This design comes from an exercise in tuning for small area, a short achievable clock period and few clock cycles on the open sky130 flow, not from production work.
Only simulation tests tie the RTL to the original design; equivalence was not proved.

--- flow/design.v ---
module Bfloat16_add(input [15:0] c, input [15:0] d, output [15:0] sum);
    wire cbig = c[14:0] >= d[14:0];
    wire [15:0] b = cbig ? c : d;
    wire [15:0] s = cbig ? d : c;
    wire [7:0] ed = b[14:7] - s[14:7];
    wire [7:0] ns = (ed[7:3] != 5'd0) ? 8'd0 : ({1'b1, s[6:0]} >> ed[2:0]);
    wire [7:0] nb = {1'b1, b[6:0]};
    wire sub = c[15] ^ d[15];
    wire [8:0] r = sub ? {1'b0, nb} - {1'b0, ns} : {1'b0, nb} + {1'b0, ns};
    reg [2:0] pos;
    always @(*) begin
        casez (r[7:1])
            7'b1??????: pos = 3'd0;
            7'b01?????: pos = 3'd1;
            7'b001????: pos = 3'd2;
            7'b0001???: pos = 3'd3;
            7'b00001??: pos = 3'd4;
            7'b000001?: pos = 3'd5;
            7'b0000001: pos = 3'd6;
            default:    pos = 3'd7;
        endcase
    end
    wire [7:0] sh = r[7:0] << pos;
    wire [15:0] addres = r[8] ? {b[15], b[14:7] + 8'd1, r[7:1]} : {b[15], b[14:7], r[6:0]};
    wire [15:0] subres = (r[7:0] == 8'd0) ? 16'd0 :
                         {b[15], b[14:7] - {5'd0, pos}, (pos == 3'd7) ? 7'd0 : sh[6:0]};
    assign sum = sub ? subres : addres;
endmodule
module bf_addpos(input [14:0] c, input [14:0] d, output [14:0] sum);
    wire cbig = c >= d;
    wire [14:0] b = cbig ? c : d;
    wire [14:0] s = cbig ? d : c;
    wire [7:0] ed = b[14:7] - s[14:7];
    wire [7:0] ns = (ed[7:3] != 5'd0) ? 8'd0 : ({1'b1, s[6:0]} >> ed[2:0]);
    wire [8:0] r = {2'b01, b[6:0]} + {1'b0, ns};
    assign sum = r[8] ? {b[14:7] + 8'd1, r[7:1]} : {b[14:7], r[6:0]};
endmodule
module bf_add_slow(input [15:0] c, input [15:0] d, output [15:0] sum);
    wire [15:0] cmpc;
    assign cmpc[0] = 1'b1;
    genvar k;
    generate for (k = 0; k < 15; k = k + 1) begin : cm
        assign cmpc[k+1] = (c[k] & ~d[k]) | (c[k] & cmpc[k]) | (~d[k] & cmpc[k]);
    end endgenerate
    wire cbig = cmpc[15];
    wire [15:0] b = cbig ? c : d;
    wire [15:0] s = cbig ? d : c;
    wire [7:0] ed; wire edc;
    radd8 r1(b[14:7], ~s[14:7], 1'b1, ed, edc);
    wire [7:0] ns = (ed[7:3] != 5'd0) ? 8'd0 : ({1'b1, s[6:0]} >> ed[2:0]);
    wire [7:0] nb = {1'b1, b[6:0]};
    wire sub = c[15] ^ d[15];
    wire [7:0] rr; wire rco;
    radd8 r2(nb, sub ? ~ns : ns, sub, rr, rco);
    wire [8:0] r = {rco & !sub, rr};
    reg [2:0] pos;
    always @(*) begin
        casez (r[7:1])
            7'b1??????: pos = 3'd0;
            7'b01?????: pos = 3'd1;
            7'b001????: pos = 3'd2;
            7'b0001???: pos = 3'd3;
            7'b00001??: pos = 3'd4;
            7'b000001?: pos = 3'd5;
            7'b0000001: pos = 3'd6;
            default:    pos = 3'd7;
        endcase
    end
    wire [7:0] sh = r[7:0] << pos;
    wire [7:0] einc, edec; wire ic, dc;
    radd8 r3(b[14:7], 8'd0, 1'b1, einc, ic);
    radd8 r4(b[14:7], ~{5'd0, pos}, 1'b1, edec, dc);
    wire [15:0] addres = r[8] ? {b[15], einc, r[7:1]} : {b[15], b[14:7], r[6:0]};
    wire [15:0] subres = (r[7:0] == 8'd0) ? 16'd0 :
                         {b[15], edec, (pos == 3'd7) ? 7'd0 : sh[6:0]};
    assign sum = sub ? subres : addres;
endmodule
module radd8(input [7:0] a, input [7:0] b, input ci, output [7:0] s, output co);
    wire [8:0] c;
    assign c[0] = ci;
    genvar k;
    generate for (k = 0; k < 8; k = k + 1) begin : rc
        assign s[k] = a[k] ^ b[k] ^ c[k];
        assign c[k+1] = (a[k] & b[k]) | (a[k] & c[k]) | (b[k] & c[k]);
    end endgenerate
    assign co = c[8];
endmodule
module Bfloat16_mul(input [15:0] a, input [15:0] b, output [15:0] product);
    wire [15:0] fp;
    mant_mul m(a[6:0], b[6:0], fp);
    wire [7:0] m8 = fp[15] ? fp[15:8] : fp[14:7];
    wire rb = fp[15] ? fp[7] : fp[6];
    wire [7:0] rm; wire rc;
    radd8 r1(m8, 8'd0, rb, rm, rc);
    wire [7:0] e0, ex; wire c0, c1;
    radd8 r2(a[14:7], b[14:7], fp[15], e0, c0);
    radd8 r3(e0, 8'd129, rc, ex, c1);
    wire sg = a[15] ^ b[15];
    assign product = (a[14:0] == 15'd0 || b[14:0] == 15'd0) ? 16'd0 :
                     (a[14:7] == 8'd255 || b[14:7] == 8'd255) ? {sg, 8'd255, 7'd0} :
                     {sg, ex, rc ? 7'd0 : rm[6:0]};
endmodule
module bf_sq(input [14:0] a, output [14:0] product);
    wire [15:0] fp;
    mant_sq m(a[6:0], fp);
    wire [7:0] m8 = fp[15] ? fp[15:8] : fp[14:7];
    wire rb = fp[15] ? fp[7] : fp[6];
    wire [8:0] rm = {1'b0, m8} + {8'd0, rb};
    wire [7:0] ex = {a[13:7], fp[15]} + 8'd129 + {7'd0, rm[8]};
    assign product = (a == 15'd0) ? 15'd0 :
                     (a[14:7] == 8'd255) ? {8'd255, 7'd0} :
                     {ex, rm[8] ? 7'd0 : rm[6:0]};
endmodule
module bf_dbl(input [15:0] a, output [15:0] y);
    assign y = (a[14:0] == 15'd0) ? 16'd0 :
               (a[14:7] == 8'd255) ? {a[15], 8'd255, 7'd0} :
               {a[15], a[14:7] + 8'd1, a[6:0]};
endmodule
module mant_mul(input [6:0] a, input [6:0] b, output [15:0] p);
    wire t1 = (a[0] & b[6]) ^ (a[1] & b[5]);
    wire t2 = (a[0] & b[6]) & (a[1] & b[5]);
    wire t3 = a[0] ^ (a[1] & b[6]) ^ (a[2] & b[5]);
    wire t4 = (a[0] & (a[1] & b[6])) | (a[0] & (a[2] & b[5])) | ((a[1] & b[6]) & (a[2] & b[5]));
    wire t5 = (a[3] & b[4]) ^ (a[4] & b[3]);
    wire t6 = (a[3] & b[4]) & (a[4] & b[3]);
    wire t7 = a[1] ^ (a[2] & b[6]) ^ (a[3] & b[5]);
    wire t8 = (a[1] & (a[2] & b[6])) | (a[1] & (a[3] & b[5])) | ((a[2] & b[6]) & (a[3] & b[5]));
    wire t9 = (a[4] & b[4]) ^ (a[5] & b[3]);
    wire t10 = (a[4] & b[4]) & (a[5] & b[3]);
    wire t11 = a[2] ^ (a[3] & b[6]) ^ (a[4] & b[5]);
    wire t12 = (a[2] & (a[3] & b[6])) | (a[2] & (a[4] & b[5])) | ((a[3] & b[6]) & (a[4] & b[5]));
    wire t13 = (a[0] & b[4]) ^ (a[1] & b[3]);
    wire t14 = (a[0] & b[4]) & (a[1] & b[3]);
    wire t15 = (a[0] & b[5]) ^ (a[1] & b[4]) ^ (a[2] & b[3]);
    wire t16 = ((a[0] & b[5]) & (a[1] & b[4])) | ((a[0] & b[5]) & (a[2] & b[3])) | ((a[1] & b[4]) & (a[2] & b[3]));
    wire t17 = (a[3] & b[2]) ^ (a[4] & b[1]);
    wire t18 = (a[3] & b[2]) & (a[4] & b[1]);
    wire t19 = t1 ^ (a[2] & b[4]) ^ (a[3] & b[3]);
    wire t20 = (t1 & (a[2] & b[4])) | (t1 & (a[3] & b[3])) | ((a[2] & b[4]) & (a[3] & b[3]));
    wire t21 = (a[4] & b[2]) ^ (a[5] & b[1]) ^ (a[6] & b[0]);
    wire t22 = ((a[4] & b[2]) & (a[5] & b[1])) | ((a[4] & b[2]) & (a[6] & b[0])) | ((a[5] & b[1]) & (a[6] & b[0]));
    wire t23 = t2 ^ t3 ^ t5;
    wire t24 = (t2 & t3) | (t2 & t5) | (t3 & t5);
    wire t25 = (a[5] & b[2]) ^ (a[6] & b[1]) ^ b[0];
    wire t26 = ((a[5] & b[2]) & (a[6] & b[1])) | ((a[5] & b[2]) & b[0]) | ((a[6] & b[1]) & b[0]);
    wire t27 = t4 ^ t6 ^ t7;
    wire t28 = (t4 & t6) | (t4 & t7) | (t6 & t7);
    wire t29 = t9 ^ (a[6] & b[2]) ^ b[1];
    wire t30 = (t9 & (a[6] & b[2])) | (t9 & b[1]) | ((a[6] & b[2]) & b[1]);
    wire t31 = t8 ^ t10 ^ t11;
    wire t32 = (t8 & t10) | (t8 & t11) | (t10 & t11);
    wire t33 = (a[5] & b[4]) ^ (a[6] & b[3]) ^ b[2];
    wire t34 = ((a[5] & b[4]) & (a[6] & b[3])) | ((a[5] & b[4]) & b[2]) | ((a[6] & b[3]) & b[2]);
    wire t35 = t12 ^ a[3] ^ (a[4] & b[6]);
    wire t36 = (t12 & a[3]) | (t12 & (a[4] & b[6])) | (a[3] & (a[4] & b[6]));
    wire t37 = (a[5] & b[5]) ^ (a[6] & b[4]) ^ b[3];
    wire t38 = ((a[5] & b[5]) & (a[6] & b[4])) | ((a[5] & b[5]) & b[3]) | ((a[6] & b[4]) & b[3]);
    wire t39 = a[4] ^ (a[5] & b[6]) ^ (a[6] & b[5]);
    wire t40 = (a[4] & (a[5] & b[6])) | (a[4] & (a[6] & b[5])) | ((a[5] & b[6]) & (a[6] & b[5]));
    wire t41 = (a[0] & b[3]) ^ (a[1] & b[2]);
    wire t42 = (a[0] & b[3]) & (a[1] & b[2]);
    wire t43 = t13 ^ (a[2] & b[2]) ^ (a[3] & b[1]);
    wire t44 = (t13 & (a[2] & b[2])) | (t13 & (a[3] & b[1])) | ((a[2] & b[2]) & (a[3] & b[1]));
    wire t45 = t14 ^ t15 ^ t17;
    wire t46 = (t14 & t15) | (t14 & t17) | (t15 & t17);
    wire t47 = t16 ^ t18 ^ t19;
    wire t48 = (t16 & t18) | (t16 & t19) | (t18 & t19);
    wire t49 = t20 ^ t22 ^ t23;
    wire t50 = (t20 & t22) | (t20 & t23) | (t22 & t23);
    wire t51 = t24 ^ t26 ^ t27;
    wire t52 = (t24 & t26) | (t24 & t27) | (t26 & t27);
    wire t53 = t28 ^ t30 ^ t31;
    wire t54 = (t28 & t30) | (t28 & t31) | (t30 & t31);
    wire t55 = t32 ^ t34 ^ t35;
    wire t56 = (t32 & t34) | (t32 & t35) | (t34 & t35);
    wire t57 = t36 ^ t38 ^ t39;
    wire t58 = (t36 & t38) | (t36 & t39) | (t38 & t39);
    wire t59 = t40 ^ a[5] ^ (a[6] & b[6]);
    wire t60 = (t40 & a[5]) | (t40 & (a[6] & b[6])) | (a[5] & (a[6] & b[6]));
    wire t61 = (a[0] & b[2]) ^ (a[1] & b[1]);
    wire t62 = (a[0] & b[2]) & (a[1] & b[1]);
    wire t63 = t41 ^ (a[2] & b[1]) ^ (a[3] & b[0]);
    wire t64 = (t41 & (a[2] & b[1])) | (t41 & (a[3] & b[0])) | ((a[2] & b[1]) & (a[3] & b[0]));
    wire t65 = t42 ^ t43 ^ (a[4] & b[0]);
    wire t66 = (t42 & t43) | (t42 & (a[4] & b[0])) | (t43 & (a[4] & b[0]));
    wire t67 = t44 ^ t45 ^ (a[5] & b[0]);
    wire t68 = (t44 & t45) | (t44 & (a[5] & b[0])) | (t45 & (a[5] & b[0]));
    wire t69 = t46 ^ t47 ^ t21;
    wire t70 = (t46 & t47) | (t46 & t21) | (t47 & t21);
    wire t71 = t48 ^ t49 ^ t25;
    wire t72 = (t48 & t49) | (t48 & t25) | (t49 & t25);
    wire t73 = t50 ^ t51 ^ t29;
    wire t74 = (t50 & t51) | (t50 & t29) | (t51 & t29);
    wire t75 = t52 ^ t53 ^ t33;
    wire t76 = (t52 & t53) | (t52 & t33) | (t53 & t33);
    wire t77 = t54 ^ t55 ^ t37;
    wire t78 = (t54 & t55) | (t54 & t37) | (t55 & t37);
    wire t79 = t56 ^ t57 ^ b[4];
    wire t80 = (t56 & t57) | (t56 & b[4]) | (t57 & b[4]);
    wire t81 = t58 ^ t59 ^ b[5];
    wire t82 = (t58 & t59) | (t58 & b[5]) | (t59 & b[5]);
    wire t83 = t60 ^ a[6] ^ b[6];
    wire t84 = (t60 & a[6]) | (t60 & b[6]) | (a[6] & b[6]);
    wire [15:0] r0 = {1'b0, t84, t82, t80, t78, t76, t74, t72, t70, t68, t66, t64, t62, t61, (a[0] & b[1]), (a[0] & b[0])};
    wire [15:0] r1 = {1'b0, 1'b1, t83, t81, t79, t77, t75, t73, t71, t69, t67, t65, t63, (a[2] & b[0]), (a[1] & b[0]), 1'b0};
    wire [16:0] cy;
    assign cy[0] = 1'b0;
    genvar k;
    generate for (k = 0; k < 16; k = k + 1) begin : rc
        assign p[k] = r0[k] ^ r1[k] ^ cy[k];
        assign cy[k+1] = (r0[k] & r1[k]) | (r0[k] & cy[k]) | (r1[k] & cy[k]);
    end endgenerate
endmodule
module mant_sq(input [6:0] a, output [15:0] p);
    wire t1 = a[0] ^ (a[1] & a[6]);
    wire t2 = a[0] & (a[1] & a[6]);
    wire t3 = (a[0] & a[5]) ^ (a[1] & a[4]);
    wire t4 = (a[0] & a[5]) & (a[1] & a[4]);
    wire t5 = (a[0] & a[6]) ^ (a[1] & a[5]);
    wire t6 = (a[0] & a[6]) & (a[1] & a[5]);
    wire t7 = t1 ^ (a[2] & a[5]) ^ (a[3] & a[4]);
    wire t8 = (t1 & (a[2] & a[5])) | (t1 & (a[3] & a[4])) | ((a[2] & a[5]) & (a[3] & a[4]));
    wire t9 = t2 ^ a[1] ^ (a[2] & a[6]);
    wire t10 = (t2 & a[1]) | (t2 & (a[2] & a[6])) | (a[1] & (a[2] & a[6]));
    wire t11 = a[2] ^ (a[3] & a[6]) ^ (a[4] & a[5]);
    wire t12 = (a[2] & (a[3] & a[6])) | (a[2] & (a[4] & a[5])) | ((a[3] & a[6]) & (a[4] & a[5]));
    wire t13 = (a[0] & a[3]) ^ (a[1] & a[2]);
    wire t14 = (a[0] & a[3]) & (a[1] & a[2]);
    wire t15 = (a[0] & a[4]) ^ (a[1] & a[3]);
    wire t16 = (a[0] & a[4]) & (a[1] & a[3]);
    wire t17 = t3 ^ (a[2] & a[3]) ^ a[3];
    wire t18 = (t3 & (a[2] & a[3])) | (t3 & a[3]) | ((a[2] & a[3]) & a[3]);
    wire t19 = t4 ^ t5 ^ (a[2] & a[4]);
    wire t20 = (t4 & t5) | (t4 & (a[2] & a[4])) | (t5 & (a[2] & a[4]));
    wire t21 = t6 ^ t7 ^ a[4];
    wire t22 = (t6 & t7) | (t6 & a[4]) | (t7 & a[4]);
    wire t23 = t8 ^ t9 ^ (a[3] & a[5]);
    wire t24 = (t8 & t9) | (t8 & (a[3] & a[5])) | (t9 & (a[3] & a[5]));
    wire t25 = t10 ^ t11 ^ a[5];
    wire t26 = (t10 & t11) | (t10 & a[5]) | (t11 & a[5]);
    wire t27 = t12 ^ a[3] ^ (a[4] & a[6]);
    wire t28 = (t12 & a[3]) | (t12 & (a[4] & a[6])) | (a[3] & (a[4] & a[6]));
    wire t29 = a[4] ^ (a[5] & a[6]) ^ a[6];
    wire t30 = (a[4] & (a[5] & a[6])) | (a[4] & a[6]) | ((a[5] & a[6]) & a[6]);
    wire [15:0] r0 = {1'b0, a[6], t30, t28, t26, t24, t22, t20, t18, t16, t14, t13, (a[0] & a[2]), (a[0] & a[1]), 1'b0, a[0]};
    wire [15:0] r1 = {1'b0, 1'b1, a[5], t29, t27, t25, t23, t21, t19, t17, t15, a[2], 1'b0, a[1], 1'b0, 1'b0};
    wire [16:0] cy;
    assign cy[0] = 1'b0;
    genvar k;
    generate for (k = 0; k < 16; k = k + 1) begin : rc
        assign p[k] = r0[k] ^ r1[k] ^ cy[k];
        assign cy[k+1] = (r0[k] & r1[k]) | (r0[k] & cy[k]) | (r1[k] & cy[k]);
    end endgenerate
endmodule
module fitness_lin(input [15:0] x, input [15:0] y, output [15:0] u, output [15:0] v);
    wire [15:0] x2, y2, s1, s2;
    bf_dbl d1(y, y2);
    bf_dbl d2(x, x2);
    Bfloat16_add a1(x, y2, s1);
    Bfloat16_add a2(x2, y, s2);
    Bfloat16_add a3(s1, 16'hC0E0, u);
    Bfloat16_add a4(s2, 16'hC0A0, v);
endmodule
module fitness_sq(input [15:0] u, input [15:0] v, output [14:0] f);
    wire [14:0] u2, v2;
    bf_sq q1(u[14:0], u2);
    bf_sq q2(v[14:0], v2);
    bf_addpos a1(u2, v2, f);
endmodule
module twin_lfsr(input clk, input reset, input step, input [8:0] seed1, input [8:0] seed2,
                 output [15:0] n1, output [15:0] n2);
    reg [8:0] N1, N2;
    always @(posedge clk) begin
        if (reset) begin
            N1 <= seed1;
            N2 <= seed2;
        end else if (step) begin
            N1 <= {N1[7], N1[6], N1[5] ^ N1[8], N1[8], N1[0], N1[4], N1[3] ^ N1[0], N1[2], N1[1]};
            N2 <= {N2[7], N2[6], N2[5] ^ N2[8], N2[8], N2[0], N2[4], N2[3] ^ N2[0], N2[2], N2[1]};
        end
    end
    assign n1 = {N1[8], 5'b01111, N1[7], 1'b1, 1'b0, N1[6:0]};
    assign n2 = {N2[8], 5'b01111, N2[7], 1'b1, 1'b0, N2[6:0]};
endmodule
module BAS(input clk, input reset, input [8:0]count, input [8:0]seed1, input [8:0]seed2, input [15:0]xi, input [15:0]yi, input [15:0]P, input [15:0]E, output [15:0]xo, output [15:0]yo, output [15:0]fo, output [31:0]clk_cnt, output reg done);
    reg [15:0] x, y, p, e;
    reg [14:0] f;
    reg [8:0] cnt, itc;
    reg [2:0] ph;
    reg ini, run;
    wire ph0 = ph == 3'd0, ph1 = ph == 3'd1, ph2 = ph == 3'd2;
    wire ph3 = ph == 3'd3, ph4 = ph == 3'd4, ph5 = ph == 3'd5;
    wire [15:0] dx, dy;
    twin_lfsr lfsr(clk, reset, ph1, seed1, seed2, dx, dy);
    wire useE = ph0 | ph1;
    wire useY = ph5 | ph1;
    wire [15:0] ma = useE ? e : p;
    wire [15:0] d = useY ? dy : dx;
    wire [15:0] mp;
    Bfloat16_mul m1(ma, {d[15] & !useE, d[14:0]}, mp);
    reg [15:0] opa, opb, opc;
    reg q1, q2, q3, i1, i2, i3;
    reg [14:0] f3;
    reg [15:0] x1, y1;
    reg sg, acc0;
    wire le = f3 <= f;
    wire fin = q3 & ph0;                 
    wire upd = fin & (sg ? le : acc0);   
    wire last = (itc + 9'd1 == cnt);
    wire [15:0] xs = upd ? x1 : x;
    wire [15:0] ys = upd ? y1 : y;
    wire flip = (ph1 & (p[14:0] != 15'd0)) | ((ph3 | (ph5 & sg)) & (e[14:0] != 15'd0));
    wire [15:0] ox = (ph0 | ph1) ? opa : opc;
    wire [15:0] sx = {ox[15] ^ flip, ox[14:0]};
    wire [15:0] sy = {opb[15] ^ flip, opb[14:0]};
    wire [15:0] ax, ay;
    bf_add_slow a1(xs, sx, ax);
    bf_add_slow a2(ys, sy, ay);
    wire issue = run & (ph0 | ph1 | ph2 | ph3);
    wire [15:0] u, v;
    fitness_lin lin(x1, y1, u, v);
    reg [15:0] u2, v2;
    wire [14:0] fs;
    fitness_sq sq(u2, v2, fs);
    always @(posedge clk) begin
        if (ph4) opa <= mp;
        if (ph0) opc <= mp;
        if (ph5 | ph1) opb <= mp;
        x1 <= ini ? x : ax;
        y1 <= ini ? y : ay;
        u2 <= u;
        v2 <= v;
        f3 <= fs;
        if (ph3) sg <= !(f3 > fs);
        if (ph5) acc0 <= le;
        if (reset) begin
            x <= xi;
            y <= yi;
            p <= P;
            e <= E;
            cnt <= count;
            itc <= 9'd0;
            ph <= 3'd4;
            ini <= 1'b1;
            run <= count != 9'd0;
            done <= 1'b0;
            q1 <= 1'b0;
            q2 <= 1'b0;
            q3 <= 1'b0;
            i1 <= 1'b0;
            i2 <= 1'b0;
            i3 <= 1'b0;
        end else begin
            ini <= 1'b0;
            q1 <= issue;
            q2 <= q1;
            q3 <= q2;
            i1 <= ini;
            i2 <= i1;
            i3 <= i2;
            ph <= ph5 ? 3'd0 : ph + 3'd1;
            if (i3) begin
                f <= f3;
                if (!run) done <= 1'b1;
            end
            if (q3 && (ph5 && !sg || ph0 && sg) && le) f <= f3;
            if (fin) begin
                x <= xs;
                y <= ys;
                itc <= itc + 9'd1;
                if (last) begin
                    done <= 1'b1;
                    run <= 1'b0;
                end
            end
        end
    end
    assign xo = x;
    assign yo = y;
    assign fo = {1'b0, f};
    assign clk_cnt = {23'd0, itc};
endmodule
--- flow/flow/run.sh ---
#!/bin/bash
# The standard layout, except:
# - synthesis maps the logic with the ABC script flow/area.abc in place of
#   ORFS's area script (same synthesis otherwise: synth_recipe.tcl);
# - plain buf_1 cells as the port buffers;
# - timing repair aiming at 56.2 ns of setup slack.
set -euo pipefail
W=$PWD
cat > "$W/flow_synth.tcl" <<TCL
proc abc {args} {
  set i [lsearch -exact \$args -script]
  if {\$i >= 0} { lset args [expr {\$i + 1}] $W/flow/area.abc }
  yosys abc {*}\$args
}
source $W/synth_recipe.tcl
TCL
bash standard.sh "SYNTH_SCRIPT=$W/flow_synth.tcl" "BUFFER_PORTS_ARGS=-buffer_cell sky130_fd_sc_hd__buf_1" SETUP_SLACK_MARGIN=56.2 finish > standard.log 2>&1
--- flow/flow/area.abc ---
strash
dc2
dch -f
map -a
topo
stime -c
buffer -c
upsize -c
dnsize -c
--- flow/standard.sh ---
#!/bin/bash
# synth_recipe.tcl (not shown) runs the flow's synth.tcl, then flattens the netlist and writes it again
# the make line also repeats each setting of config.mk as NAME=value (left out here)
make -C /OpenROAD-flow-scripts/flow DESIGN_CONFIG=/design/flow/config.mk WORK_HOME=/design/flow/orfs CLKGATE_MAP_FILE= SYNTH_SCRIPT=/design/flow/synth_recipe.tcl "${@:-finish}"
--- flow/config.mk ---
export PLATFORM = sky130hd
export DESIGN_NAME = BAS
export DESIGN_NICKNAME = BAS
export VERILOG_FILES = /design/flow/design.v
export SDC_FILE = /design/flow/constraint.sdc
export NUM_CORES = 8
export LEC_CHECK = 0
export ABC_AREA = 1
export CAP_MARGIN = 20
export CORE_MARGIN = 2
export CORE_UTILIZATION = 45
export SLEW_MARGIN = 20
--- flow/constraint.sdc ---
create_clock -name core_clock -period 72.0 [get_ports {clk}]
set_input_delay 14.4000 -clock core_clock [delete_from_list [all_inputs] [get_ports {clk}]]
set_output_delay 14.4000 -clock core_clock [all_outputs]
set_load 0.01 [all_outputs]
==> impl_metrics.yaml, run 1 <==
logic_synthesis:
  post_synth_inst_count: 3983
  post_synth_instance_area_mm2: 0.0279
  yosysWarnings: 4
  synthTopCellsByArea: "sky130_fd_sc_hd__edfxtp_1, sky130_fd_sc_hd__ha_1, sky130_fd_sc_hd__nand2_1"
  synthDominantCellAreaShare_pct: 16.9
  yosys.area.top_type: "sky130_fd_sc_hd__edfxtp_1"
  yosys.cell_count.top_type: "sky130_fd_sc_hd__nand2_1"
  synth_cell_types: 84
  dominantRegCellSynth: "sky130_fd_sc_hd__edfxtp_1"
  synth_commonest_cells: "sky130_fd_sc_hd__nand2_1, sky130_fd_sc_hd__inv_1, sky130_fd_sc_hd__nor2_1"
  synth-seq-cells: 254
  number_of_enable_flip_flop_cells_after_synthesis: 157
  ys_async_sr_fraction_pct: 0
  synth.avg_cell_area_um2: 7.00
  seq_area_frac_synth_pct: 23.9
min_path:
  hp-start: "i1"
  hold_class: "reg -> reg"
timing:
  slew_headroom_pct: 29.8
  max_clock_freq_mhz: 64.0
  finalClockSkew_ns: 0.0309
  timing.setup.tns_ns: 0
  timing.final.setup_violations: 0
  period_needed_ns: 15.64
  fin_crit_sh_pct: 21.7
  rsz0062_at_grt: "yes"
  report.final.hold_viol_count: 0
  max_slew.worst_pin.slew_ns: 1.05
  drv_slew: 0
final_layout:
  layout-drive-gt1-share_pct: 7.45
  stdcell_count: 4962
  post_layout_nets: 4574
  filler_cell_count: 6294
  areaGrowthSynthToFinish_pct: 10.8
  postLayoutCellArea_mm2: 0.0309
  utilization_pct: 50.2
  insertedDiodeCount: 0
  ff_latch_area_mm2: 0.00667
  area_of_the_multi_input_gates_mm2: 0.0184
routing:
  ant_nets: 0
  routed-via-count: 26200
  first_pass_iters: 6
  post_detailed_routing_wire_length_um: 77800
  first_iter_violations: 1748
  post_drt_via_cell_ratio: 5.29
  drc: 0
  detail_route.wl_per_cell_um: 15.7
clock_tree:
  cts_buffers: 34
  cts.sink_count: 254
  cts-htree-levels: 2
  cts_tree: "yes"
  postCtsHoldBufs: 0
  insertion_delay_to_the_later_sink_of_the_worst_skew_pair_ns: 0.56
  clock_tree.buffer_depth: 3
  clkTransAtPathRegs_ns: 0.06
  clock_root_buffer: "sky130_fd_sc_hd__clkbuf_16"
place:
  port_buffers: 149
  gp_congestion: 0.927
  place.detailed.instances: 4866
  place_area_mm2: 0.0292
  dp_hpwl_um: 62400
critical_path:
  crit-reg2reg-launch: "v2[4]"
  critical-path-top-delay-family: "flip-flops"
  critical_path_arrival_ns: 1.24
  timing.critical_path.fanout_max: 7
  path_cells: "buf_1"
  cp-startpoint: "itc[0]"
  crit_required_ns: 57.60
  crit_path_start_kind: "flip-flop"
  critPathKind: "reg -> out"
  endpoint_kind: "primary output"
  crit_path_top_delay_cell: "sky130_fd_sc_hd__dfxtp_1"
  worstPathBufferInverterCount: 1
  cp_slowest_stage_delay_ns: 0.48
global_routing:
  grt_pass1_vias: 24000
  number_of_antenna_violations_at_the_first_check_in_global_routing: 0
  maximum_number_of_pins_on_one_net_before_global_route_repair: 77
  global_route.overflow_total: 0
  grt_first_pass_wirelength_um: 123000
  grt.total_usage_pct: 23.8
job:
  drv_cap: 0
die:
  io_pins: 174
  design.die.area_mm2: 0.0640
  floorplan.die.height_um: 253
  floorplan.initialDensity_pct: 45.3
  placeableCoreArea_mm2: 0.0615
  dieWidth_um: 253
  site_row_count: 91
run_status:
  status: "no timing/DRC/antenna violations"
==> what timing repair did <==
action	CTS	global route
endpoints found under the setup margin	0	87
resized for setup	0	68
buffers inserted	0	31
==> sequential cells by signal (all words and copies together) (netlist names), 3 cells and up <==
register  cells
itc           9
x            16
opc          16
ph            3
v2           15
y            16
opb          16
cnt           9
f3           15
p            16
f            15
e            16
lfsr.N2       9
opa          16
lfsr.N1       9
u2           15
y1           16
x1           16
==> per-stage QoR <==
stage	setup slack, ns	hold WS [ns]
CTS	56.23	0.408
global route	56.06	0.434
floorplan	56.35	0.388
finish	56.36	0.406
detailed placement	55.62	0.399
global placement	55.69	0.395
==> area by class of cell <==
class | instances | share of cell area, %
Clock inverter | 19 | 0.924
Multi-Input combinational cell | 2955 | 59.7
Timing Repair Buffer | 206 | 3.23
Tap cell | 790 | 3.20
Clock buffer | 43 | 2.86
Sequential cell | 254 | 21.6
Inverter | 695 | 8.54
==> placed cells by master, fill, tap and decap left out, types with 9 or more instances in the layout <==
cell                        count
sky130_fd_sc_hd__xnor2_1       34
sky130_fd_sc_hd__nor2_4        12
sky130_fd_sc_hd__inv_2         46
sky130_fd_sc_hd__o21ai_1       53
sky130_fd_sc_hd__o21bai_1      10
sky130_fd_sc_hd__o221ai_1      10
sky130_fd_sc_hd__nand2_1      673
sky130_fd_sc_hd__nor2_2        19
sky130_fd_sc_hd__ha_1         229
sky130_fd_sc_hd__nand2_2       17
sky130_fd_sc_hd__nand4_1       31
sky130_fd_sc_hd__a31oi_1       27
sky130_fd_sc_hd__dfxtp_1       92
sky130_fd_sc_hd__o211ai_1      21
sky130_fd_sc_hd__nand3_1       83
sky130_fd_sc_hd__fa_1         101
sky130_fd_sc_hd__a21oi_2        9
sky130_fd_sc_hd__xor2_1        89
sky130_fd_sc_hd__a21oi_1      248
sky130_fd_sc_hd__clkbuf_16     34
sky130_fd_sc_hd__a22oi_1       25
sky130_fd_sc_hd__edfxtp_1     157
sky130_fd_sc_hd__a211oi_1      10
sky130_fd_sc_hd__o21ai_2       12
sky130_fd_sc_hd__nor2_1       523
sky130_fd_sc_hd__o31ai_1       12
sky130_fd_sc_hd__inv_1        633
sky130_fd_sc_hd__nor3_1        44
sky130_fd_sc_hd__clkbuf_1       9
sky130_fd_sc_hd__o22ai_1       54
sky130_fd_sc_hd__conb_1        24
sky130_fd_sc_hd__o21ai_0      376
sky130_fd_sc_hd__and2_1        10
sky130_fd_sc_hd__buf_4         55
sky130_fd_sc_hd__clkinv_1      12
sky130_fd_sc_hd__a221oi_1      18
sky130_fd_sc_hd__buf_1        148
sky130_fd_sc_hd__mux2i_1       19
sky130_fd_sc_hd__nor4_1        20
sky130_fd_sc_hd__or2_2         28
==> per-layer routing <==
| metal | GRT usage [%] | share of wire (%) | vias up | wire, µm |
|---|---|---|---|---|
| met1 | 32.0 | 46 | 12000 | 35500 |
| met3 | 2.54 | 4.3 | 117 | 3380 |
| li1 | - | - | 13500 | - |
| met2 | 40.6 | 47 | 597 | 36700 |
| met5 | 0 | 0 | - | 0 |
| met4 | 6.93 | 2.8 | 0 | 2160 |
==> worst reg2reg max path: cells and delay by family (launching register included) <==
family	cells	cell delay, ns
AO/OA/AOI/OAI	17	3.17
XOR/XNOR	2	0.26
adder cells (fa/ha/maj)	18	5.57
buffers and inverters	15	1.54
flip-flops	1	0.34
AND/OR/NAND/NOR	21	3.29
==> kinds of logic after synthesis <==
| logic type | synth area share, % |
|---|---|
| and+or+nand+nor | 22.7 |
| AOI/OAI and AO/OA | 19.7 |
| buffers and inverters | 11.3 |
| adders and majority gates | 17.8 |
| DFF | 23.9 |
| xor gates and xnor gates | 3.98 |
| muxes | 0.682 |
| other | 0.0135 |
==> final timing paths <==
check / end / slack [ns] / depth (start not counted)
min: i2 / 0.41 / 2
max reg2reg: sg / 57.53 / 73
max: clk_cnt[0] / 56.36 / 1
min reg2reg: i2 / 0.41 / 2
Testbench counts, summed over its fixed seeds: cycles 288,456.
==> run 2, diff against run 1 <==
==> flow/flow/run.sh (replaced) <==
#!/bin/bash
# The standard layout, except:
# - synthesis maps the logic with the ABC script flow/area.abc in place of
#   ORFS's area script (same synthesis otherwise: synth_recipe.tcl);
# - plain buf_1 cells as the port buffers;
# - timing repair aiming at 55.8 ns of setup slack.
set -euo pipefail
W=$PWD
cat > "$W/flow_synth.tcl" <<TCL
proc abc {args} {
  set i [lsearch -exact \$args -script]
  if {\$i >= 0} { lset args [expr {\$i + 1}] $W/flow/area.abc }
  yosys abc {*}\$args
}
source $W/synth_recipe.tcl
TCL
bash standard.sh "SYNTH_SCRIPT=$W/flow_synth.tcl" "BUFFER_PORTS_ARGS=-buffer_cell sky130_fd_sc_hd__buf_1" SETUP_SLACK_MARGIN=55.8 finish > standard.log 2>&1
==> flow/flow/area.abc (replaced) <==
strash
dch
map -a
topo
stime -c
buffer -c
upsize -c
dnsize -c
==> run 2 against run 1 <==
Global-route usage decreased by 0.097 points. Setup slack got worse by 0.34 ns. Final cell count up 1.2%. Clock skew rose by 0.0061 ns. Critical path depth rose by 4. Synthesized cell count increased by 0.53%. Maximum frequency is 2.1% lower. Non-clock buffer count rose by 6.
==> impl_metrics.yaml, run 2 <==
run_status:
  status: "no timing/DRC/antenna violations"
logic_synthesis:
  synth.avg_cell_area_um2: 6.99
  synth_commonest_cells: "sky130_fd_sc_hd__nand2_1, sky130_fd_sc_hd__inv_1, sky130_fd_sc_hd__nor2_1"
  yosysWarnings: 4
  yosys.area.top_type: "sky130_fd_sc_hd__edfxtp_1"
  dominantRegCellSynth: "sky130_fd_sc_hd__edfxtp_1"
  synthTopCellsByArea: "sky130_fd_sc_hd__edfxtp_1, sky130_fd_sc_hd__ha_1, sky130_fd_sc_hd__nand2_1"
  synthDominantCellAreaShare_pct: 16.9
  post_synth_instance_area_mm2: 0.0280
  seq_area_frac_synth_pct: 23.8
  yosys.cell_count.top_type: "sky130_fd_sc_hd__nand2_1"
  number_of_enable_flip_flop_cells_after_synthesis: 157
  synth-seq-cells: 254
  ys_async_sr_fraction_pct: 0
  synth_cell_types: 78
  post_synth_inst_count: 4004
clock_tree:
  clkTransAtPathRegs_ns: 0.06
  clock_tree.buffer_depth: 3
  cts_buffers: 31
  postCtsHoldBufs: 0
  clock_root_buffer: "sky130_fd_sc_hd__clkbuf_16"
  insertion_delay_to_the_later_sink_of_the_worst_skew_pair_ns: 0.62
  cts.sink_count: 254
  cts-htree-levels: 1
  cts_tree: "yes"
timing:
  drv_slew: 0
  fin_worst_hold_slack_ns: 0.404
  timing.final.setup_violations: 0
  period_needed_ns: 15.97
  slew_headroom_pct: 35.0
  finalClockSkew_ns: 0.0370
  max_clock_freq_mhz: 62.6
  fin_crit_sh_pct: 22.2
  timing.setup.tns_ns: 0
  rsz0062_at_grt: "yes"
  report.final.hold_viol_count: 0
  max_slew.worst_pin.slew_ns: 0.972
routing:
  detail_route.wl_per_cell_um: 15.5
  first_pass_iters: 6
  post_detailed_routing_wire_length_um: 77900
  drc: 0
  routed-via-count: 26300
  ant_nets: 0
  first_iter_violations: 1842
  post_drt_via_cell_ratio: 5.24
final_layout:
  utilization_pct: 50.5
  mostFrequentLayoutCell: "sky130_fd_sc_hd__nand2_1"
  insertedDiodeCount: 0
  post_layout_nets: 4590
  areaGrowthSynthToFinish_pct: 11.1
  most_frequent_cells_in_the_layout: "sky130_fd_sc_hd__nand2_1, sky130_fd_sc_hd__inv_1, sky130_fd_sc_hd__nor2_1"
  layout-drive-gt1-share_pct: 8.00
global_routing:
  grt.total_usage_pct: 23.8
  global_route.overflow_total: 0
  grt_pass1_vias: 24000
  maximum_number_of_pins_on_one_net_before_global_route_repair: 77
  grt_first_pass_wirelength_um: 124000
  number_of_antenna_violations_at_the_first_check_in_global_routing: 0
die:
  io_pins: 174
  placeableCoreArea_mm2: 0.0616
  floorplan.die.height_um: 253
  floorplan.initialDensity_pct: 45.4
  site_row_count: 91
  dieWidth_um: 253
  design.die.area_mm2: 0.0642
critical_path:
  timing.critical_path.fanout_max: 69
  critPathKind: "in -> reg"
  crit-reg2reg-launch: "x1[7]"
  endpoint_kind: "flip-flop"
  cp-startpoint: "reset"
  crit_path_start_kind: "input pin"
  regToRegSetupSlack_ns: 57.00
  r2r_cells: 101
  critPathCapture: "x[15]"
  crit_required_ns: 72.32
  critical_path_arrival_ns: 16.29
  r2r_end: "v2[13]"
place:
  dp_hpwl_um: 62800
  port_buffers: 149
  gp_congestion: 0.934
min_path:
  hold_class: "reg -> reg"
job:
  drv_cap: 0
run 2: cells by family (layout without fill, tap and decap cells):
group                      after synthesis  in the layout  synth area share, %
and+or+nand+nor                       1512           1513                 22.5
AOI/OAI and AO/OA                      961            961                 19.7
buffers and inverters                  768            925                 10.8
adders and majority gates              336            336                 17.7
DFF                                    254            254                 23.8
xor gates and xnor gates               147            147                 4.66
muxes                                   25             25                0.894
other                                    1             24               0.0134
run 2: per-layer routing:
| metal | GRT usage (%) | vias to the layer above | part of all wire [%] |
|---|---|---|---|
| li1 | - | 13600 | - |
| met1 | 32.2 | 12100 | 46 |
| met2 | 40.4 | 567 | 47 |
| met3 | 2.32 | 101 | 3.9 |
| met4 | 6.02 | 0 | 2.5 |
| met5 | 0 | - | 0 |
run 2: stage by stage:
stage               area (µm²)  worst slack [ns]  cells
global placement         29300             54.73   4925
finish                   31100             56.03   5022
floorplan                28100             55.86   4027
CTS                      30400             55.78   4984
detailed placement       29400             54.86   4926
global route             31100             55.66   5022
run 2: how the worst min path moves through the flow:
stage	from	to	slack, ns	cells after the start
CTS	q2	q3	0.41	2
detailed placement	q2	q3	0.40	2
global route	i2	i3	0.43	2
floorplan	i1	i2	0.39	2
global placement	i2	i3	0.39	2
finish	q2	q3	0.40	2
run 2: cell type report:
cell class,count,area (µm²)
clock buffers,38,812
multi-input cells,3006,18800
repair buffers,212,1080
flip-flops and latches,254,6670
inverters,656,2490
clock inverters,18,179
well taps,837,1050
fillers,6277,30500
repair inverters,1,5.00
run 2: repair_timing:
action,CTS,global route
gates resized for setup,13,109
pin swaps,1,25
setup buffers,1,36
cloned,1,2
endpoints found under the setup margin,49,31
run 2: critical path: stages:
cell and delay (ns):
sky130_fd_sc_hd__clkbuf_4 0.10, sky130_fd_sc_hd__buf_4 0.60, sky130_fd_sc_hd__clkinv_2 0.45, sky130_fd_sc_hd__nand2_4 0.44, sky130_fd_sc_hd__buf_16 0.22
==> run 3, diff against run 2 <==
==> flow/flow/run.sh (replaced) <==
#!/bin/bash
# The standard layout, with plain buf_1 cells as the port buffers and
# timing repair aiming at 56.5 ns of setup slack
set -euo pipefail
bash standard.sh "BUFFER_PORTS_ARGS=-buffer_cell sky130_fd_sc_hd__buf_1" SETUP_SLACK_MARGIN=56.5 finish > standard.log 2>&1
removed: flow/flow/area.abc
==> run 3 against run 2 <==
Die area is 8.1% higher. Maximum frequency increased by 1.5%. Sequential share of layout area shrank 1.3 points. Via count up 9.8%. Setup slack gained 0.23 ns. Non-clock buffer count up 1. Register-to-register slack improved by 0.72 ns. Still clean. Synthesized cell count rose by 14%. Wire length rose by 6.1%. Core utilization shrank 0.92 points. Critical endpoint is now xo[0]. Clock skew shrank 0.010 ns.
==> impl_metrics.yaml, run 3 <==
final_layout:
  postLayoutCellArea_mm2: 0.0332
  mostFrequentLayoutCell: "sky130_fd_sc_hd__nand2_1"
  post_layout_nets: 5150
  insertedDiodeCount: 0
  most_frequent_cells_in_the_layout: "sky130_fd_sc_hd__nand2_1, sky130_fd_sc_hd__inv_1, sky130_fd_sc_hd__nor2_1"
  layout-drive-gt1-share_pct: 8.24
  areaGrowthSynthToFinish_pct: 9.46
global_routing:
  global_route.overflow_total: 0
  grt_busiest_layer: "met2"
  grt.total_usage_pct: 23.5
  number_of_antenna_violations_at_the_first_check_in_global_routing: 0
  grt_first_pass_wirelength_um: 135000
  grt_pass1_vias: 26900
  grtUsageMet2_pct: 41.0
  maximum_number_of_pins_on_one_net_before_global_route_repair: 78
  met1_usage_pct: 30.8
  groute.layer.met3.usage_pct: 2.10
timing:
  period_needed_ns: 15.74
  drv_slew: 0
  fin_crit_sh_pct: 21.9
  rsz0062_at_grt: "yes"
  timing.setup.tns_ns: 0
  slew_headroom_pct: 25.4
  finalClockSkew_ns: 0.0268
  max_clock_freq_mhz: 63.5
  report.final.hold_viol_count: 0
  timing.final.setup_violations: 0
  max_slew.worst_pin.slew_ns: 1.11
clock_tree:
  clkTransAtPathRegs_ns: 0.07
  cts-htree-levels: 1
  postCtsHoldBufs: 0
  cts_tree: "yes"
  cts_buffers: 29
  clock_root_buffer: "sky130_fd_sc_hd__clkbuf_16"
  cts.sink_count: 254
  clock_tree.buffer_depth: 3
  insertion_delay_to_the_later_sink_of_the_worst_skew_pair_ns: 0.61
logic_synthesis:
  seq_area_frac_synth_pct: 22.0
  dominantRegCellSynth: "sky130_fd_sc_hd__edfxtp_1"
  synth-seq-cells: 254
  synth_mux_area_share_pct: 0.529
  synth_cell_types: 75
  synth_xor_area_share_pct: 3.96
  synth.avg_cell_area_um2: 6.63
  yosysWarnings: 4
  synthAdderAreaFrac_pct: 16.3
  number_of_enable_flip_flop_cells_after_synthesis: 157
  post_synth_inst_count: 4569
  main_combinational_cell_family_by_area_after_synthesis: "simple AND/OR/NAND/NOR gates"
  yosys.area.top_type: "sky130_fd_sc_hd__edfxtp_1"
  synthDominantCellAreaShare_pct: 15.6
  synth_area_in_simple_gates_pct: 30.9
  ys_async_sr_fraction_pct: 0
  synthTopCellsByArea: "sky130_fd_sc_hd__edfxtp_1, sky130_fd_sc_hd__nand2_1, sky130_fd_sc_hd__ha_1"
  yosys.cell_count.top_type: "sky130_fd_sc_hd__nand2_1"
  post_synth_instance_area_mm2: 0.0303
  synth_compound_area_share_pct: 14.4
  synth_commonest_cells: "sky130_fd_sc_hd__nand2_1, sky130_fd_sc_hd__inv_1, sky130_fd_sc_hd__nor2_1"
min_path:
  hold-path-cell-count: 2
  hp-start: "q1"
  hold_end: "q2"
  hold_class: "reg -> reg"
critical_path:
  r2r_cells: 70
  crit_path_top_delay_cell: "sky130_fd_sc_hd__edfxtp_1"
  endpoint_kind: "primary output"
  crit-reg2reg-launch: "x1[8]"
  critical-path-top-delay-family: "flip-flops"
  worstPathBufferInverterCount: 1
  cp_slowest_stage_delay_ns: 0.55
  crit_path_start_kind: "flip-flop"
  crit_required_ns: 57.60
  cp_num_cells: 1
  critPathKind: "reg -> out"
  timing.critical_path.fanout_max: 3
  regToRegSetupSlack_ns: 57.72
  path_cells: "buf_1"
  r2r_end: "v2[13]"
  critical_path_arrival_ns: 1.34
place:
  place_area_mm2: 0.0316
  gp_congestion: 0.900
  dp_hpwl_um: 67000
  port_buffers: 149
die:
  design.die.area_mm2: 0.0694
  site_row_count: 95
  floorplan.initialDensity_pct: 45.3
  io_pins: 174
  floorplan.die.height_um: 263
  placeableCoreArea_mm2: 0.0669
  dieWidth_um: 263
routing:
  first_pass_iters: 6
  first_iter_violations: 1918
  post_detailed_routing_wire_length_um: 82600
  ant_nets: 0
  post_drt_via_cell_ratio: 5.14
  routed-via-count: 28900
  detail_route.wl_per_cell_um: 14.7
  drc: 0
run_status:
  status: "no timing/DRC/antenna violations"
job:
  drv_cap: 0
-- run 3: cell types whose count changed after synthesis, moves of 35 or more --
cell                       delta
sky130_fd_sc_hd__nand2_1    +523
sky130_fd_sc_hd__nand3_1    +177
sky130_fd_sc_hd__inv_1      +150
sky130_fd_sc_hd__nor2_1     -149
sky130_fd_sc_hd__a21oi_1    -131
sky130_fd_sc_hd__nand2_2     +49
sky130_fd_sc_hd__o211ai_1    +35
-- run 3: per-layer routing --
metal	up-vias	routed length, µm	part of all wire, %
li1	15100	-	-
met1	13100	37300	45
met2	602	39700	48
met3	120	3320	4.0
met4	0	2390	2.9
met5	-	0	0
-- run 3: worst max path at each step --
stage               startpoint    end  slack, ns
floorplan                reset   f[0]      56.50
global placement         reset   y[8]      55.66
detailed placement       reset   y[9]      55.58
CTS                       x[0]  xo[0]      56.23
global route             u2[1]     sg      56.22
finish                    x[0]  xo[0]      56.26
-- run 3: final cells by class --
| cell class | count | area (µm²) |
|---|---|---|
| sequential | 254 | 6670 |
| clock buffer | 35 | 805 |
| tap | 873 | 1090 |
| fill | 6932 | 33800 |
| timing repair buffer | 213 | 1150 |
| clock inverter | 19 | 205 |
| inverter | 788 | 2970 |
| multi-input combinational | 3435 | 20300 |
| timing repair inverter | 1 | 5.00 |
-- run 3: cells by family after synthesis --
kind of cell               Yosys count
buffers and inverters              904
other                                1
adders and majority gates          335
xor gates and xnor gates           137
and+or+nand+nor                   2158
muxes                               16
AOI/OAI and AO/OA                  764
DFF                                254
-- run 3: stage by stage --
step,util [%],setup slack [ns],instances,hold WS (ns)
after CTS,49.2,56.23,5603,0.408
after floorplan,-,56.50,4592,0.388
after detailed placement,47.2,55.58,5517,0.399
final,49.5,56.26,5618,0.403
after global placement,47.2,55.66,5517,0.389
after global routing,49.5,56.22,5618,0.416
-- run 3: repair_timing --
| action | in CTS | in global routing |
|---|---|---|
| pin swaps | 0 | 1 |
| setup endpoints to repair | 97 | 67 |
| buffers inserted | 32 | 13 |
| cloned | 0 | 2 |
| endpoints found under the hold margin | 0 | 0 |
| resized for setup | 37 | 51 |
==> run 4, diff against run 3 <==
--- a/flow/design.v
+++ b/flow/design.v
@@ -35,19 +35,19 @@
     wire [8:0] r = {2'b01, b[6:0]} + {1'b0, ns};
     assign sum = r[8] ? {b[14:7] + 8'd1, r[7:1]} : {b[14:7], r[6:0]};
 endmodule
-module bf_add_slow(input [15:0] c, input [15:0] d, output [15:0] sum);
+module bf_add_slow(input [15:0] c, input [15:0] d, input byp, output [15:0] sum);
     wire [15:0] cmpc;
     assign cmpc[0] = 1'b1;
     genvar k;
     generate for (k = 0; k < 15; k = k + 1) begin : cm
         assign cmpc[k+1] = (c[k] & ~d[k]) | (c[k] & cmpc[k]) | (~d[k] & cmpc[k]);
     end endgenerate
-    wire cbig = cmpc[15];
+    wire cbig = cmpc[15] | byp;
     wire [15:0] b = cbig ? c : d;
     wire [15:0] s = cbig ? d : c;
     wire [7:0] ed; wire edc;
     radd8 r1(b[14:7], ~s[14:7], 1'b1, ed, edc);
-    wire [7:0] ns = (ed[7:3] != 5'd0) ? 8'd0 : ({1'b1, s[6:0]} >> ed[2:0]);
+    wire [7:0] ns = (byp || ed[7:3] != 5'd0) ? 8'd0 : ({1'b1, s[6:0]} >> ed[2:0]);
     wire [7:0] nb = {1'b1, b[6:0]};
     wire sub = c[15] ^ d[15];
     wire [7:0] rr; wire rco;
@@ -314,8 +314,8 @@
     wire [15:0] sx = {ox[15] ^ flip, ox[14:0]};
     wire [15:0] sy = {opb[15] ^ flip, opb[14:0]};
     wire [15:0] ax, ay;
-    bf_add_slow a1(xs, sx, ax);
-    bf_add_slow a2(ys, sy, ay);
+    bf_add_slow a1(xs, sx, ini, ax);
+    bf_add_slow a2(ys, sy, ini, ay);
     wire issue = run & (ph0 | ph1 | ph2 | ph3);
     wire [15:0] u, v;
     fitness_lin lin(x1, y1, u, v);
@@ -326,8 +326,8 @@
         if (ph4) opa <= mp;
         if (ph0) opc <= mp;
         if (ph5 | ph1) opb <= mp;
-        x1 <= ini ? x : ax;
-        y1 <= ini ? y : ay;
+        x1 <= ax;
+        y1 <= ay;
         u2 <= u;
         v2 <= v;
         f3 <= fs;
==> flow/flow/run.sh (replaced) <==
#!/bin/bash
# The standard layout, except:
# - synthesis maps all the logic with the ABC script flow/area.abc, in place
#   of ORFS's area script and without first mapping adders to full/half-adder
#   cells (ADDER_MAP_FILE empty); otherwise synth_recipe.tcl unchanged;
# - plain buf_1 cells as the port buffers;
# - timing repair aiming at 56.2 ns of setup slack.
set -euo pipefail
W=$PWD
cat > "$W/flow_synth.tcl" <<TCL
proc abc {args} {
  set i [lsearch -exact \$args -script]
  if {\$i >= 0} { lset args [expr {\$i + 1}] $W/flow/area.abc }
  yosys abc {*}\$args
}
source $W/synth_recipe.tcl
TCL
bash standard.sh "SYNTH_SCRIPT=$W/flow_synth.tcl" ADDER_MAP_FILE= "BUFFER_PORTS_ARGS=-buffer_cell sky130_fd_sc_hd__buf_1" SETUP_SLACK_MARGIN=56.2 finish > standard.log 2>&1
==> flow/flow/area.abc (new file) <==
strash
dch -f
amap
topo
stime -c
buffer -c
upsize -c
dnsize -c
==> run 4 against run 3 <==
Register-to-register slack lost 0.04 ns. Clock skew shrank 0.011 ns. Via count shrank 9.1%. Setup slack gained 0.091 ns. First-iteration DRC count shrank 4.2%. Global-route usage grew 1.4 points. Maximum frequency grew 0.58%. Non-clock buffer count grew 8. Sequential share of layout area grew 3.8 points. Critical path depth grew 2. Critical path type is now in -> reg.
==> impl_metrics.yaml, run 4 <==
clock_tree:
  clock_root_buffer: "sky130_fd_sc_hd__clkbuf_16"
  postCtsHoldBufs: 0
  clock_tree.buffer_depth: 3
  cts_tree: "yes"
  insertion_delay_to_the_later_sink_of_the_worst_skew_pair_ns: 0.58
  clkTransAtPathRegs_ns: 0.06
  cts.sink_count: 254
  cts_buffers: 29
  cts-htree-levels: 1
logic_synthesis:
  main_combinational_cell_family_by_area_after_synthesis: "compound AO/OA/AOI/OAI gates"
  post_synth_inst_count: 3742
  synth_cell_types: 119
  synthTopCellsByArea: "sky130_fd_sc_hd__edfxtp_1, sky130_fd_sc_hd__nor2_1, sky130_fd_sc_hd__o22ai_1"
  synth_commonest_cells: "sky130_fd_sc_hd__nor2_1, sky130_fd_sc_hd__nand2_1, sky130_fd_sc_hd__o22ai_1"
  seq_area_frac_synth_pct: 26.6
  synth_area_in_simple_gates_pct: 27.3
  synth_compound_area_share_pct: 36.6
  synthAdderAreaFrac_pct: 0
  yosys.cell_count.top_type: "sky130_fd_sc_hd__nor2_1"
  synth-seq-cells: 254
  dominantRegCellSynth: "sky130_fd_sc_hd__edfxtp_1"
  synthDominantCellAreaShare_pct: 18.8
  post_synth_instance_area_mm2: 0.0250
  number_of_enable_flip_flop_cells_after_synthesis: 157
  yosys.area.top_type: "sky130_fd_sc_hd__edfxtp_1"
  synth_xor_area_share_pct: 0.315
  ys_async_sr_fraction_pct: 0
  yosysWarnings: 4
  synth_mux_area_share_pct: 0
  synth.avg_cell_area_um2: 6.69
die:
  floorplan.die.height_um: 240
  placeableCoreArea_mm2: 0.0551
  site_row_count: 86
  design.die.area_mm2: 0.0575
  floorplan.initialDensity_pct: 45.4
  io_pins: 174
  dieWidth_um: 240
routing:
  drc: 0
  first_pass_iters: 6
  ant_nets: 0
  post_drt_via_cell_ratio: 5.61
  post_detailed_routing_wire_length_um: 73700
  detail_route.wl_per_cell_um: 15.7
  first_iter_violations: 1837
  routed-via-count: 26300
timing:
  max_clock_freq_mhz: 63.9
  timing.final.setup_violations: 0
  timing.setup.tns_ns: 0
  report.final.hold_viol_count: 0
  finalClockSkew_ns: 0.0155
  fin_ws_ns: 56.35
  drv_slew: 0
  period_needed_ns: 15.65
  max_slew.worst_pin.slew_ns: 1.04
  fin_crit_sh_pct: 21.7
  rsz0062_at_grt: "no"
  slew_headroom_pct: 30.4
place:
  gp_congestion: 0.891
  port_buffers: 149
  pre_cts_slack_ns: 55.75
  dp_hpwl_um: 57400
critical_path:
  critical_path_arrival_ns: 15.85
  worstPathBufferInverterCount: 2
  cp_slowest_stage_delay_ns: 0.76
  crit_path_start_kind: "input pin"
  critPathKind: "in -> reg"
  crit_path_top_delay_cell: "sky130_fd_sc_hd__nand2_2"
  path_cells: "clkbuf_4 > inv_1 > nand2_2"
  critical-path-top-delay-family: "simple AND/OR/NAND/NOR gates"
  endpoint_kind: "flip-flop"
  crit_required_ns: 72.20
  timing.critical_path.fanout_max: 47
global_routing:
  grt_pass1_vias: 23300
  number_of_antenna_violations_at_the_first_check_in_global_routing: 0
  global_route.overflow_total: 0
  maximum_number_of_pins_on_one_net_before_global_route_repair: 93
  grt.total_usage_pct: 24.8
  grt_first_pass_wirelength_um: 117000
job:
  drv_cap: 0
final_layout:
  most_frequent_cells_in_the_layout: "sky130_fd_sc_hd__nor2_1, sky130_fd_sc_hd__nand2_1, sky130_fd_sc_hd__inv_1"
  filler_cell_count: 5698
  layout-drive-gt1-share_pct: 11.1
  post_layout_nets: 4006
  insertedDiodeCount: 0
  areaGrowthSynthToFinish_pct: 11.2
  mostFrequentLayoutCell: "sky130_fd_sc_hd__nor2_1"
min_path:
  hold_class: "reg -> reg"
run_status:
  status: "no timing/DRC/antenna violations"
==> run 4: cell types whose count changed after synthesis, sizes merged, moves of 37 or more <==
cell,previous run,this run
nor2,416,811
o21ai,434,379
inv,777,389
o22a,0,52
nand4,56,16
nand3,273,30
a21oi,161,314
fa,101,0
o32ai,1,38
nor2b,0,47
ha,234,0
nand2,1279,444
xor2,97,4
o22ai,26,352
==> run 4: final cells by class <==
class	count	area (µm²)	share of cell area [%]
Timing Repair inverter	2	10.0	0.0360
Multi-Input combinational cell	2993	16400	59.1
Tap cell	748	936	3.36
Timing Repair Buffer	221	1140	4.08
Clock buffer	43	893	3.21
Inverter	412	1630	5.86
Clock inverter	11	123	0.441
Sequential cell	254	6660	23.9
==> run 4: path summary, 6_finish.rpt <==
kind	slack [ns]	end	cells after the start	start
hold / removal	0.43	q2	1	q1
setup / recovery	56.35	y[5]	3	reset
hold reg to reg	0.43	q2	1	q1
setup reg to reg	57.68	v2[11]	96	x1[8]
==> run 4: cells by family (layout without fill, tap and decap cells) <==
logic type      after synthesis  after routing
xor+xnor                      9              9
flops                       254            254
compound gates             1417           1418
other cells                   1             24
simple gates               1541           1542
buf+inv                     520            689
==> run 4: routing by layer <==
| layer | part of all wire [%] | track usage [%] | vias to the layer above |
|---|---|---|---|
| met3 | 4.1 | 2.17 | 77 |
| met2 | 47 | 42.5 | 522 |
| li1 | - | - | 13900 |
| met5 | 0 | 0 | - |
| met4 | 1.8 | 5.55 | 0 |
| met1 | 47 | 33.9 | 11800 |
==> run 4: what timing repair did <==
action / CTS / global route
setup endpoints to repair: 0 / 64
resized for setup: 0 / 63
endpoints found under the hold margin: 0 / 0
setup buffers: 0 / 39
==> run 4: through the flow <==
step | instances | cell area [µm²] | hold slack, ns | utilization, %
final | 4684 | 27800 | 0.433 | 50.5
after global placement | 4587 | 26200 | 0.416 | 47.5
after CTS | 4641 | 27200 | 0.436 | 49.4
after floorplan | 3765 | 25100 | 0.408 | -
after detailed placement | 4587 | 26200 | 0.417 | 47.5
after global routing | 4684 | 27800 | 0.453 | 50.5
Testbench counts of run 4, summed over its fixed seeds: cycles 288,456.
==> run 5, diff against run 4 <==
==> flow/flow/area.abc (replaced) <==
strash
dc2
dch -f
map -a
topo
stime -c
buffer -c
upsize -c
dnsize -c
==> run 5 against run 4 <==
Still clean. Die area up 5.9%. Cell area up 3.8%. Maximum frequency up 0.14%. Clock skew up 0.010 ns. Via count up 3.2%. Flip-flop and latch count unchanged. Critical path depth down 2. Clock-buffer cell count unchanged. Non-clock buffer count down 29. Highest routed layer unchanged.
==> impl_metrics.yaml, run 5 <==
global_routing:
  grt_pass1_vias: 24100
  grtUsageMet2_pct: 39.7
  number_of_antenna_violations_at_the_first_check_in_global_routing: 0
  maximum_number_of_pins_on_one_net_before_global_route_repair: 74
  grt_busiest_layer: "met2"
  grt.total_usage_pct: 24.2
  met1_usage_pct: 33.9
  grt_first_pass_wirelength_um: 121000
  groute.layer.met3.usage_pct: 2.37
  global_route.overflow_total: 0
die:
  floorplan.die.height_um: 247
  io_pins: 174
  floorplan.initialDensity_pct: 45.7
  design.die.area_mm2: 0.0609
  site_row_count: 88
  dieWidth_um: 247
  placeableCoreArea_mm2: 0.0580
logic_synthesis:
  seq_area_frac_synth_pct: 25.1
  ys_async_sr_fraction_pct: 0
  synth_cell_types: 91
  post_synth_instance_area_mm2: 0.0265
  yosys.cell_count.top_type: "sky130_fd_sc_hd__nand2_1"
  number_of_enable_flip_flop_cells_after_synthesis: 157
  post_synth_inst_count: 4352
  synth.avg_cell_area_um2: 6.09
  yosysWarnings: 4
  synth_commonest_cells: "sky130_fd_sc_hd__nand2_1, sky130_fd_sc_hd__nor2_1, sky130_fd_sc_hd__inv_1"
  synth-seq-cells: 254
  dominantRegCellSynth: "sky130_fd_sc_hd__edfxtp_1"
  yosys.area.top_type: "sky130_fd_sc_hd__edfxtp_1"
  synthDominantCellAreaShare_pct: 17.8
  synthTopCellsByArea: "sky130_fd_sc_hd__edfxtp_1, sky130_fd_sc_hd__nand2_1, sky130_fd_sc_hd__nor2_1"
routing:
  detail_route.wl_per_cell_um: 14.4
  routed-via-count: 27100
  first_pass_iters: 6
  post_drt_via_cell_ratio: 5.13
  post_detailed_routing_wire_length_um: 76300
  drc: 0
  ant_nets: 0
  first_iter_violations: 2188
critical_path:
  crit_path_start_kind: "flip-flop"
  worstPathBufferInverterCount: 1
  endpoint_kind: "primary output"
  critPathKind: "reg -> out"
  crit-reg2reg-launch: "y1[7]"
  cp-startpoint: "itc[0]"
  critical_path_arrival_ns: 1.23
  crit_required_ns: 57.60
  critical-path-top-delay-family: "flip-flops"
  crit_path_top_delay_cell: "sky130_fd_sc_hd__dfxtp_1"
  timing.critical_path.fanout_max: 6
  path_cells: "buf_1"
  regToRegSetupSlack_ns: 57.73
  cp_slowest_stage_delay_ns: 0.46
timing:
  timing.setup.tns_ns: 0
  fin_worst_hold_slack_ns: 0.403
  drv_slew: 0
  max_slew.worst_pin.slew_ns: 1.03
  fin_ws_ns: 56.37
  period_needed_ns: 15.63
  finalClockSkew_ns: 0.0258
  slew_headroom_pct: 30.5
  max_clock_freq_mhz: 64.0
  rsz0062_at_grt: "no"
  report.final.hold_viol_count: 0
  timing.final.setup_violations: 0
  fin_crit_sh_pct: 21.7
clock_tree:
  cts.sink_count: 254
  clkTransAtPathRegs_ns: 0.06
  cts-htree-levels: 1
  clock_root_buffer: "sky130_fd_sc_hd__clkbuf_16"
  cts_buffers: 30
  postCtsHoldBufs: 0
  cts_tree: "yes"
  clock_tree.buffer_depth: 3
  insertion_delay_to_the_later_sink_of_the_worst_skew_pair_ns: 0.59
final_layout:
  post_layout_nets: 4589
  most_frequent_cells_in_the_layout: "sky130_fd_sc_hd__nand2_1, sky130_fd_sc_hd__nor2_1, sky130_fd_sc_hd__inv_1"
  layout-drive-gt1-share_pct: 8.98
  areaGrowthSynthToFinish_pct: 8.94
  filler_cell_count: 6137
  mostFrequentLayoutCell: "sky130_fd_sc_hd__nand2_1"
  stdcell_count: 5285
  insertedDiodeCount: 0
  utilization_pct: 49.8
min_path:
  hp-start: "q1"
  hold_class: "reg -> reg"
place:
  port_buffers: 149
  gp_congestion: 0.929
  dp_hpwl_um: 60500
  pre_cts_slack_ns: 55.54
  place.detailed.instances: 5207
job:
  drv_cap: 0
run_status:
  status: "no timing/DRC/antenna violations"
[run 5: cell type report]
type                       count  area (µm²)  area share, %
clock buffer                  43         852           2.95
clock inverter                13         128          0.442
inverter                     664        2520           8.71
multi-input combinational   3354       16900           58.4
sequential                   254        6660           23.0
tap                          765         957           3.31
timing repair buffer         192         898           3.11
[run 5: what timing repair did]
action | in CTS | in global routing
cloned | 0 | 2
endpoints found under the setup margin | 32 | 29
setup buffers | 0 | 20
pin swaps | 0 | 6
resized for setup | 1 | 12
[run 5: kinds of logic (layout without fill, tap and decap cells)]
| family | after synthesis | count (layout) | synth area share (%) |
|---|---|---|---|
| fa+ha+maj | 4 | 4 | 0.151 |
| buf+inv | 769 | 912 | 12.0 |
| flops | 254 | 254 | 25.1 |
| mux | 14 | 14 | 0.528 |
| other cells | 1 | 24 | 0.0141 |
| xor+xnor | 204 | 204 | 6.74 |
| simple gates | 2131 | 2132 | 34.3 |
| compound gates | 975 | 976 | 21.2 |
[run 5: worst paths after layout]
kind	to	cells past startpoint
setup reg to reg	u2[11]	106
hold reg to reg	q2	2
setup / recovery	clk_cnt[0]	1
hold / removal	q2	2
[run 5: layer usage]
| metal | routed length, µm | part of all wire (%) |
|---|---|---|
| met5 | 0 | 0 |
| met4 | 1890 | 2.5 |
| met3 | 3620 | 4.7 |
| met2 | 34300 | 45 |
| met1 | 36500 | 48 |
[run 5: metrics by stage]
stage / area (µm²)
after floorplan: 26600
after global placement: 27700
after detailed placement: 27700
after CTS: 28600
after global routing: 28900
final: 28900

re-timing with driven ports:
Ports are ideal in the flow. The routed layouts listed here were re-timed in OpenROAD. Step 1 assumes that a clkbuf_16 drives the clock port and a buf_2 every other input. Step 2 adds t to the input delays and takes it off the output delays; t is the mean of the earliest and latest rising clock arrival at the registers after step 1. Input paths then give back, and output paths get back, about the clock's delay inside the block. Slacks: ideal / step 1 / step 2; pairs: ideal / step 1.
run	t (ns)	slack for setup (ns)	worst hold slack (ns)	worst setup path at the end	worst data-port slew with drivers (ns)
run 1	0.611	56.364 / 56.304 / 55.802	0.406 / 0.406 / 0.406	input to register	0.06
run 2	0.665	56.028 / 56.069 / 55.405	0.404 / 0.404 / 0.404	input to register	0.06
run 3	0.669	56.260 / 56.191 / 56.035	0.403 / 0.403 / 0.403	input to register	0.06
run 4	0.629	56.351 / 56.317 / 55.756	0.433 / 0.433 / 0.433	input to register	0.07
run 5	0.633	56.373 / 56.314 / 55.887	0.403 / 0.403 / 0.403	input to register	0.08
After both steps setup and hold are still met in every run listed. For run 2, which loses most, drivers alone change the setup slack by +0.041 ns; drivers and shift together by -0.623 ns.
